This design comes from an exercise in tuning for small area, a short achievable clock period and few clock cycles per item on the open sky130 flow, not from production work. Only simulation tests tie the RTL to the original design; equivalence was not proved. Power and IR drop assume default switching activity.

==> run D <==
==> flow/design.v (excerpt) <==
module top(clock, reset, DataIn, Go_flag, Found, Ready);
input clock;
input reset;
input [7:0] DataIn;
input Go_flag;
output [31:0] Found;
output Ready;
Match Match_DUT(.clock(clock), .reset(reset), .DataIn(DataIn), .Go_flag(Go_flag), .Found(Found), .Ready(Ready));
endmodule
clock: 3.5 ns
lec_check: 0
cap_margin: 20
core_margin: 2
core_utilization: 30
setup_slack_margin: 1.0
slew_margin: 20
standard.sh (not shown) runs the stock make flow with config.mk's settings and CLKGATE_MAP_FILE= SYNTH_SCRIPT=/design/flow/synth_recipe.tcl, a recipe that flattens the netlist after the stock synthesis.
==> flow/flow/run.sh <==
#!/bin/bash
# Standard ORFS layout, but with port buffers of a plain buffer cell and
# resizing free to change a cell's footprint.
set -euo pipefail
cd "$(dirname "$0")/.."
bash standard.sh MATCH_CELL_FOOTPRINT=0 "BUFFER_PORTS_ARGS=-buffer_cell sky130_fd_sc_hd__buf_2" finish > standard_flow.log 2>&1
==> run E (differences from run D) <==
==> flow/flow/run.sh (replaced) <==
#!/bin/bash
# Standard ORFS layout, except: port buffers of a plain buffer cell, resizing
# free to change a cell's footprint, and no half/full-adder cell extraction in
# synthesis (the design has no arithmetic; the extracted cells are slow).
set -euo pipefail
cd "$(dirname "$0")/.."
bash standard.sh MATCH_CELL_FOOTPRINT=0 "BUFFER_PORTS_ARGS=-buffer_cell sky130_fd_sc_hd__buf_2" ADDER_MAP_FILE= finish > standard_flow.log 2>&1
SETUP_SLACK_MARGIN = 1.4   (was 1.0)
==> run Y (differences from run D) <==
==> flow/flow/run.sh (replaced) <==
#!/bin/bash
# Standard ORFS layout, except: port buffers of a plain buffer cell, resizing
# free to change a cell's footprint, and no half/full-adder cell extraction in
# synthesis (the design has no arithmetic; the extracted cells are slow).
set -euo pipefail
cd "$(dirname "$0")/.."
bash standard.sh MATCH_CELL_FOOTPRINT=0 "BUFFER_PORTS_ARGS=-buffer_cell sky130_fd_sc_hd__buf_2" ADDER_MAP_FILE= finish > standard_flow.log 2>&1
CORE_UTILIZATION = 55   (was 30)
SETUP_SLACK_MARGIN = 1.2   (was 1.0)
==> summary of the runs <==
The highest die area belongs to run E, the lowest to run Y.
The highest clock power belongs to run E, the lowest to run Y.
In flip-flop and latch count, run E and run D do not differ.
In combinational power, run Y and run D hardly differ.
In clock skew, run E and run D hardly differ.
Of run D and run Y, run Y has the higher synthesized cell count (gap about 4%, measured against run Y).
Count of clock-buffer cells in the layout is the same in run E and run Y.
Global-route usage: run Y > run D > run E.
Testbench counts of run D, summed over its fixed seeds: cycles 3,208, chars 3,200.
Testbench counts of run E, summed over its fixed seeds: cycles 3,208, chars 3,200.
Testbench counts of run Y, summed over its fixed seeds: cycles 3,208, chars 3,200.

==> inputs of run a <==
Starting RTL as in the previous note.
==> flow/design.v (excerpt) <==
module top(clock, reset, DataIn, Go_flag, Found, Ready);
input clock;
input reset;
input [7:0] DataIn;
input Go_flag;
output [31:0] Found;
output Ready;
Match Match_DUT(.clock(clock), .reset(reset), .DataIn(DataIn), .Go_flag(Go_flag), .Found(Found), .Ready(Ready));
endmodule
Settings: LEC_CHECK=0, CAP_MARGIN=20, CORE_MARGIN=2, CORE_UTILIZATION=30, CTS_BUF_LIST=sky130_fd_sc_hd__clkbuf_4, SETUP_SLACK_MARGIN=1.2, SLEW_MARGIN=20; clock period 3.5 ns.
==> flow/flow/run.sh <==
#!/bin/bash
# Standard ORFS layout, except: port buffers of a plain buffer cell, resizing
# free to change a cell's footprint, and no half/full-adder cell extraction in
# synthesis (the design has no arithmetic; the extracted cells are slow).
set -euo pipefail
cd "$(dirname "$0")/.."
bash standard.sh MATCH_CELL_FOOTPRINT=0 "BUFFER_PORTS_ARGS=-buffer_cell sky130_fd_sc_hd__buf_2" ADDER_MAP_FILE= finish > standard_flow.log 2>&1
==> inputs of run b, as changes to run a <==
--- a/flow/flow/run.sh
+++ b/flow/flow/run.sh
@@ -5,3 +5,3 @@
 set -euo pipefail
 cd "$(dirname "$0")/.."
-bash standard.sh MATCH_CELL_FOOTPRINT=0 "BUFFER_PORTS_ARGS=-buffer_cell sky130_fd_sc_hd__buf_2" ADDER_MAP_FILE= finish > standard_flow.log 2>&1
+bash standard.sh MATCH_CELL_FOOTPRINT=0 "BUFFER_PORTS_ARGS=-buffer_cell sky130_fd_sc_hd__buf_1" ADDER_MAP_FILE= finish > standard_flow.log 2>&1
--- a/flow/config.mk
+++ b/flow/config.mk
@@ -9,5 +9,4 @@
 export CORE_MARGIN = 2
 export CORE_UTILIZATION = 30
-export CTS_BUF_LIST = sky130_fd_sc_hd__clkbuf_4
 export SETUP_SLACK_MARGIN = 1.2
 export SLEW_MARGIN = 20
==> inputs of run c, as changes to run a <==
==> flow/flow/run.sh (replaced) <==
#!/bin/bash
# Standard ORFS layout, but with port buffers of a plain buffer cell and
# resizing free to change a cell's footprint.
set -euo pipefail
cd "$(dirname "$0")/.."
bash standard.sh MATCH_CELL_FOOTPRINT=0 "BUFFER_PORTS_ARGS=-buffer_cell sky130_fd_sc_hd__buf_2" finish > standard_flow.log 2>&1
--- a/flow/config.mk
+++ b/flow/config.mk
@@ -9,5 +9,4 @@
 export CORE_MARGIN = 2
 export CORE_UTILIZATION = 30
-export CTS_BUF_LIST = sky130_fd_sc_hd__clkbuf_4
-export SETUP_SLACK_MARGIN = 1.2
+export SETUP_SLACK_MARGIN = 1.4
 export SLEW_MARGIN = 20
==> inputs of run d, as changes to run a <==
--- a/flow/config.mk
+++ b/flow/config.mk
@@ -9,5 +9,5 @@
 export CORE_MARGIN = 2
 export CORE_UTILIZATION = 30
-export CTS_BUF_LIST = sky130_fd_sc_hd__clkbuf_4
+export GPL_TIMING_DRIVEN = 1
 export SETUP_SLACK_MARGIN = 1.2
 export SLEW_MARGIN = 20
==> summary.txt <==
Outcome
  – Status: finished clean

GRT
  – GR Layer Usage met1: 0.1914

Yosys
  – Synth top area share: 0.1307

Pwr
  – VDD IR max: roughly 0.00014 V

Routing
  – Avg WL per Cell: 14.60 um

Layout
  – Final instance area: 1886 um^2

Place
  – Cell Area, Placed: 1775 um^2
-- figures above: run b

==> summary.txt <==
Pwr
  – VDD IR max: 0.0002175 V

Place
  – Cell Area, Placed: 1821 um^2

Yosys
  – Synth top area share: 0.1307

GRT
  – GR Layer Usage met1: 0.1883

Routing
  – Avg WL per Cell: between 10 and 15 um

Outcome
  – Status: finished clean
-- figures above: run a

==> summary.txt <==
GRT
  – GR Layer Usage met1: 0.1897

Yosys
  – Synth top area share: 0.1355

Routing
  – Avg WL per Cell: 14.40 um

Outcome
  – Status: finished clean

Layout
  – Final instance area: 2059 um^2

Place
  – Cell Area, Placed: 1790 um^2
-- figures above: run c

==> summary.txt <==
Yosys
  – Synth top area share: 0.1307
  – Top_reg_cell synth: dfxtp_1

Outcome
  – Status: finished clean

Pwr
  – VDD IR max: ~0.00015 V

Routing
  – Avg WL per Cell: approximately 14 um

GRT
  – GR Layer Usage met1: 0.1883
-- figures above: run d

Testbench counts of run a, summed over its fixed seeds: cycles 3,208, chars 3,200.
Testbench counts of run b, summed over its fixed seeds: cycles 3,208, chars 3,200.
Testbench counts of run c, summed over its fixed seeds: cycles 3,208, chars 3,200.
Testbench counts of run d, summed over its fixed seeds: cycles 3,208, chars 3,200.

==> wip/willow: inputs <==
Another version of the RTL of top (not shown whole).
==> flow/design.v (excerpt) <==
module top(clock, reset, DataIn, Go_flag, Found, Ready);
input clock;
input reset;
input [7:0] DataIn;
input Go_flag;
output [31:0] Found;
output Ready;
Match Match_DUT(.clock(clock), .reset(reset), .DataIn(DataIn), .Go_flag(Go_flag), .Found(Found), .Ready(Ready));
endmodule
clock: 3.5 ns
lec_check: 0
cap_margin: 20
core_margin: 2
core_utilization: 40
cts_buf_list: sky130_fd_sc_hd__clkbuf_4
setup_slack_margin: 1.2
slew_margin: 20
==> flow/flow/run.sh <==
#!/bin/bash
# Standard ORFS layout, except: port buffers of a plain buffer cell, resizing
# free to change a cell's footprint, and no half/full-adder cell extraction in
# synthesis (the design has no arithmetic; the extracted cells are slow).
set -euo pipefail
cd "$(dirname "$0")/.."
bash standard.sh MATCH_CELL_FOOTPRINT=0 "BUFFER_PORTS_ARGS=-buffer_cell sky130_fd_sc_hd__buf_1" ADDER_MAP_FILE= finish > standard_flow.log 2>&1
==> wip/indigo: changes against wip/willow <==
--- a/flow/config.mk
+++ b/flow/config.mk
@@ -7,7 +7,7 @@
 export LEC_CHECK = 0
 export CAP_MARGIN = 20
 export CORE_MARGIN = 2
-export CORE_UTILIZATION = 40
+export CORE_UTILIZATION = 30
 export CTS_BUF_LIST = sky130_fd_sc_hd__clkbuf_4
-export SETUP_SLACK_MARGIN = 1.2
+export SETUP_SLACK_MARGIN = 1.1
 export SLEW_MARGIN = 20
==> comparison table <==
| metric | wip/willow | wip/indigo |
|---|---|---|
| Most used cell, CP | nor2_1 | a22o_1 |
| Vias after detailed routing | 1766 | 1748 |
| Number of well-tap cells placed | 50 | 70 |
| Final cell count without fillers | 298 | 314 |
| M1 WL | 1901 um | 1920 um |
| Largest vdd supply drop | 166.2 uV | 137.5 uV |
| Hold Path Origin | Match_DUT.state[2] | reset |
| Area added between synthesis and finish | 0.2276% | -1.518% |
| First-pass GRT wire length | 6851 um | 7286 um |
| Share of cells above drive strength 1 | 0.1210 | 0.08197 |
| Area of the multi-input gates | 1147 um2 | 1130 um2 |
| Total non-filler cell area in the finished layout | 1652 um2 | 1623 um2 |
| Run status | complete, no violations | complete, no violations |
| Violation count after the first detailed-route iteration | 99 | 103 |
| Hold crit path type | reg2reg | in2reg |
| Final worst-path cycle share | 0.6232 | 0.6435 |
| Met2 track demand over resource | 0.3083 | 0.2276 |
| Worst path arrival time | 1.48 ns | 1.55 ns |
| Cts repair resizes | 8 | 6 |
| Initial core utilization | 0.4149 | 0.3166 |
| Cell internal pwr | 0.0002047 W | 0.0001989 W |
| Met2 layer wire length in the routed design | 1902 um | 1998 um |
| Worst slack, placed | 1.052 ns | 1.076 ns |
| Non-clk buf share | 0.1068 | 0.08790 |
| Vias in the first global route | 1491 | 1519 |
Testbench counts of wip/willow, summed over its fixed seeds: cycles 3,208, chars 3,200.
Testbench counts of wip/indigo, summed over its fixed seeds: cycles 3,208, chars 3,200.

==> v37: inputs <==
Starting RTL as in the previous note.
export LEC_CHECK = 0
export CAP_MARGIN = 20
export CORE_MARGIN = 2
export CORE_UTILIZATION = 30
export CTS_BUF_LIST = sky130_fd_sc_hd__clkbuf_4
export SETUP_SLACK_MARGIN = 1.3
export SLEW_MARGIN = 20
create_clock -name core_clock -period 3.5 [get_ports {clock}]
Scripts as last shown in full above: flow/flow/run.sh
==> v1: changes against v37 <==
SETUP_SLACK_MARGIN = 1.4   (was 1.3)
==> flow_summary.json <==
{
  "dpl.hpwl_mm": 3.14,
  "gp_congestion": 0.857,
  "status": "timing/DRC/antenna clean",
  "met2_usage_pct": 22.8,
  "met3_usage_pct": 3.10,
  "first_iter_violations": 107,
  "p_comb_share_pct": 36.2,
  "design_area_sq_um": 1790,
  "n_all_buffers": 50,
  "multi_input_area_sq_um": 1180,
  "ctsResizeCount": 13,
  "vias": 1806,
  "first_global_vias": 1516,
  "nNetsFinal": 269
}
the above is filed under v37

==> flow_summary.json <==
{
  "first_iter_violations": 93,
  "met2_usage_pct": 24.1,
  "first_global_vias": 1579,
  "design_area_sq_um": 1930,
  "dpl.hpwl_mm": 3.06,
  "synth-seq-cells": 10,
  "status": "timing/DRC/antenna clean",
  "nNetsFinal": 274,
  "clock_sinks": 10,
  "gp_congestion": 0.901,
  "final_util_pct": 37.1,
  "met3_usage_pct": 2.53,
  "multi_input_area_sq_um": 1250
}
the above is filed under v1

Testbench counts of v37, summed over its fixed seeds: cycles 3,208, chars 3,200.
Testbench counts of v1, summed over its fixed seeds: cycles 3,208, chars 3,200.

==> 03-27 <==
RTL: one of the versions met above, not the one the previous note started from.
==> flow/design.v (excerpt) <==
module top(clock, reset, DataIn, Go_flag, Found, Ready);
input clock;
input reset;
input [7:0] DataIn;
input Go_flag;
output [31:0] Found;
output Ready;
Match Match_DUT(.clock(clock), .reset(reset), .DataIn(DataIn), .Go_flag(Go_flag), .Found(Found), .Ready(Ready));
endmodule
==> flow/config.mk <==
export PLATFORM = sky130hd
export DESIGN_NAME = top
export DESIGN_NICKNAME = top
export VERILOG_FILES = /design/flow/design.v
export SDC_FILE = /design/flow/constraint.sdc
export NUM_CORES = 4
export LEC_CHECK = 0
export CAP_MARGIN = 20
export CORE_MARGIN = 2
export CORE_UTILIZATION = 30
export SETUP_SLACK_MARGIN = 1.2
export SLEW_MARGIN = 20
==> flow/constraint.sdc <==
create_clock -name core_clock -period 3.5 [get_ports {clock}]
set_input_delay 0.7000 -clock core_clock [delete_from_list [all_inputs] [get_ports {clock}]]
set_output_delay 0.7000 -clock core_clock [all_outputs]
set_load 0.01 [all_outputs]
==> flow/flow/run.sh <==
#!/bin/bash
# Standard ORFS layout, except: port buffers of a plain buffer cell, resizing
# free to change a cell's footprint, and no half/full-adder cell extraction in
# synthesis (the design has no arithmetic; the extracted cells are slow).
set -euo pipefail
cd "$(dirname "$0")/.."
bash standard.sh MATCH_CELL_FOOTPRINT=0 "BUFFER_PORTS_ARGS=-buffer_cell sky130_fd_sc_hd__buf_2" ADDER_MAP_FILE= finish > standard_flow.log 2>&1
==> inputs of 02-08, as changes to 03-27 <==
==> flow/flow/run.sh (replaced) <==
#!/bin/bash
# Standard ORFS layout, but with port buffers of a plain buffer cell and
# resizing free to change a cell's footprint.
set -euo pipefail
cd "$(dirname "$0")/.."
bash standard.sh MATCH_CELL_FOOTPRINT=0 "BUFFER_PORTS_ARGS=-buffer_cell sky130_fd_sc_hd__buf_2" finish > standard_flow.log 2>&1
==> flow_summary.ini <==
[placement]
post-dp-hpwl_mm = 3.57

[critical_path]
crit_fanout = 17
rr_worst_depth = 6
rrSetupSlack_ps = 1280

[route]
wl_met1_mm = 2.16

[status]
status = timing/DRC/antenna clean

[cells_and_area]
nNonClkInverters = 6

[hold_path]
min_from = Match_DUT.state[0]

[synth]
synth_top_area_share_pct = 13.6
synth_area_leaders = buf_4, dfxtp_1, nor2_1, o21ai_0, nor3_1
(the above is from 02-08)
==> flow_summary.ini <==
[status]
status = timing/DRC/antenna clean

[critical_path]
crit_fanout = 22
rrSetupSlack_ps = 1380

[route]
wl_met1_mm = 2.24

[hold_path]
min_from = Match_DUT.state[1]

[placement]
post-dp-hpwl_mm = 3.51

[synth]
synth_area_leaders = buf_4, dfxtp_1, nor2_1, o21ai_0, clkbuf_1

[timing]
timing.setup.tns_ps = 0
rsz0062_at_grt = no
(the above is from 03-27)
Testbench counts of 03-27, summed over its fixed seeds: cycles 3,208, chars 3,200.
Testbench counts of 02-08, summed over its fixed seeds: cycles 3,208, chars 3,200.

==> inputs of amber <==
Another version of the RTL of top (not shown whole).
clock: 3.5 ns
lec_check: 0
abc_area: 1
cap_margin: 20
core_margin: 2
core_utilization: 30
setup_slack_margin: 1.2
slew_margin: 20
==> flow/flow/run.sh <==
#!/bin/bash
# Standard ORFS layout, but with port buffers of a plain buffer cell and
# resizing free to change a cell's footprint.
set -euo pipefail
cd "$(dirname "$0")/.."
bash standard.sh MATCH_CELL_FOOTPRINT=0 "BUFFER_PORTS_ARGS=-buffer_cell sky130_fd_sc_hd__buf_2" finish > standard_flow.log 2>&1
==> inputs of sierra, as changes to amber <==
==> flow/flow/run.sh (replaced) <==
#!/bin/bash
# Standard ORFS layout, but with port buffers of a plain buffer cell and
# resizing free to change a cell's footprint.
set -euo pipefail
cd "$(dirname "$0")/.."
bash standard.sh MATCH_CELL_FOOTPRINT=0 "BUFFER_PORTS_ARGS=-buffer_cell sky130_fd_sc_hd__buf_1" finish > standard_flow.log 2>&1
==> flow/config.mk (replaced) <==
export PLATFORM = sky130hd
export DESIGN_NAME = top
export DESIGN_NICKNAME = top
export VERILOG_FILES = /design/flow/design.v
export SDC_FILE = /design/flow/constraint.sdc
export NUM_CORES = 4
export LEC_CHECK = 0
export CAP_MARGIN = 20
export CORE_MARGIN = 2
export CORE_UTILIZATION = 60
export SETUP_SLACK_MARGIN = 1.0
export SLEW_MARGIN = 20
==> inputs of tundra, as changes to amber <==
==> flow/run.sh (new file) <==
#!/bin/bash
# synth_recipe.tcl (not shown) runs the flow's synth.tcl, then flattens the netlist and writes it again
# the make line also repeats each setting of config.mk as NAME=value (left out here)
make -C /OpenROAD-flow-scripts/flow DESIGN_CONFIG=/design/flow/config.mk WORK_HOME=/design/flow/orfs CLKGATE_MAP_FILE= SYNTH_SCRIPT=/design/flow/synth_recipe.tcl finish
--- a/flow/config.mk
+++ b/flow/config.mk
@@ -5,7 +5,7 @@
 export SDC_FILE = /design/flow/constraint.sdc
 export NUM_CORES = 4
 export LEC_CHECK = 0
-export ABC_AREA = 1
+export ABC_CLOCK_PERIOD_IN_PS = 2000
 export CAP_MARGIN = 20
 export CORE_MARGIN = 2
 export CORE_UTILIZATION = 30
removed: flow/flow/run.sh
removed: flow/standard.sh
==> inputs of violet, as changes to amber <==
--- a/flow/config.mk
+++ b/flow/config.mk
@@ -5,9 +5,8 @@
 export SDC_FILE = /design/flow/constraint.sdc
 export NUM_CORES = 4
 export LEC_CHECK = 0
-export ABC_AREA = 1
 export CAP_MARGIN = 20
 export CORE_MARGIN = 2
 export CORE_UTILIZATION = 30
-export SETUP_SLACK_MARGIN = 1.2
+export SETUP_SLACK_MARGIN = 1.0
 export SLEW_MARGIN = 20
==> summary of the runs <==
sierra ran to the end with no violations. tundra finished clean. violet passed the timing, DRC and antenna checks. amber produced a clean layout. In tundra the synthesized cell count is lower than in amber, by 14%. Worst hold slack, highest first: amber, sierra, tundra, violet. In amber the first-iteration DRC count is higher than in violet, by 97%. Wire length, highest first: tundra, amber, sierra, violet. Maximum frequency: amber > violet > tundra > sierra. In amber the sequential power is smaller than in sierra, by about 7%. The lowest register-to-register slack belongs to sierra, the highest to amber. The lowest critical path depth belongs to violet, the highest to amber. The lowest clock skew belongs to amber, the highest to sierra.
Testbench counts of amber, summed over its fixed seeds: cycles 3,208, chars 3,200.
Testbench counts of sierra, summed over its fixed seeds: cycles 3,208, chars 3,200.
Testbench counts of tundra, summed over its fixed seeds: cycles 3,208, chars 3,200.
Testbench counts of violet, summed over its fixed seeds: cycles 3,208, chars 3,200.

afterwards: timing with drivers on the ports:
Ports are ideal in the flow. The routed layouts listed here were re-timed in OpenROAD.
Step 1 sets driving cells, clkbuf_16 on the clock port and buf_2 on the other inputs (assumed; they add their load-dependent delay and slew).
Step 2 adds t to the input delays and takes it off the output delays; t is the mean of the earliest and latest rising clock arrival at the registers after step 1. Input paths then give back, and output paths get back, about the clock's delay inside the block.
Slacks: no drivers / after step 1 / after step 2; pairs: no drivers / after step 1.
run	t (ns)	setup slack, ns	worst register clock-pin slew, ns	worst data-port slew with drivers (ns)	pins driven straight from the clock port
run D of note 1	0.259	1.110 / 1.110 / 1.110	0.05 / 0.05	0.03	1
run E of note 1	0.261	1.380 / 1.388 / 1.128	0.05 / 0.05	0.03	1
run Y of note 1	0.300	1.318 / 1.297 / 1.125	0.07 / 0.07	0.03	1
run a of note 2	0.284	1.310 / 1.287 / 1.061	0.07 / 0.07	0.03	1
run b of note 2	0.256	1.330 / 1.308 / 1.138	0.05 / 0.05	0.03	1
run c of note 2	0.256	1.433 / 1.409 / 1.227	0.05 / 0.05	0.03	1
run d of note 2	0.257	1.341 / 1.319 / 1.153	0.05 / 0.05	0.03	1
wip/willow	0.291	1.319 / 1.298 / 1.051	0.07 / 0.07	0.03	1
wip/indigo	0.284	1.248 / 1.229 / 1.024	0.07 / 0.07	0.03	1
v37	0.286	1.335 / 1.316 / 1.161	0.07 / 0.07	0.03	1
v1	0.277	1.392 / 1.373 / 1.188	0.07 / 0.07	0.03	1
03-27	0.257	1.341 / 1.319 / 1.153	0.05 / 0.05	0.03	1
02-08	0.258	1.275 / 1.275 / 1.219	0.05 / 0.05	0.03	1
amber	0.249	1.243 / 1.221 / 1.437	0.04 / 0.04	0.03	1
sierra	0.297	1.175 / 1.175 / 0.979	0.08 / 0.08	0.03	1
tundra	0.256	1.201 / 1.198 / 0.943	0.05 / 0.05	0.03	1
violet	0.265	1.205 / 1.179 / 1.052	0.05 / 0.05	0.03	1
After both steps setup and hold are still met in every run listed. For wip/willow, which loses most, drivers alone change the setup slack by -0.021 ns; drivers and shift together by -0.268 ns.
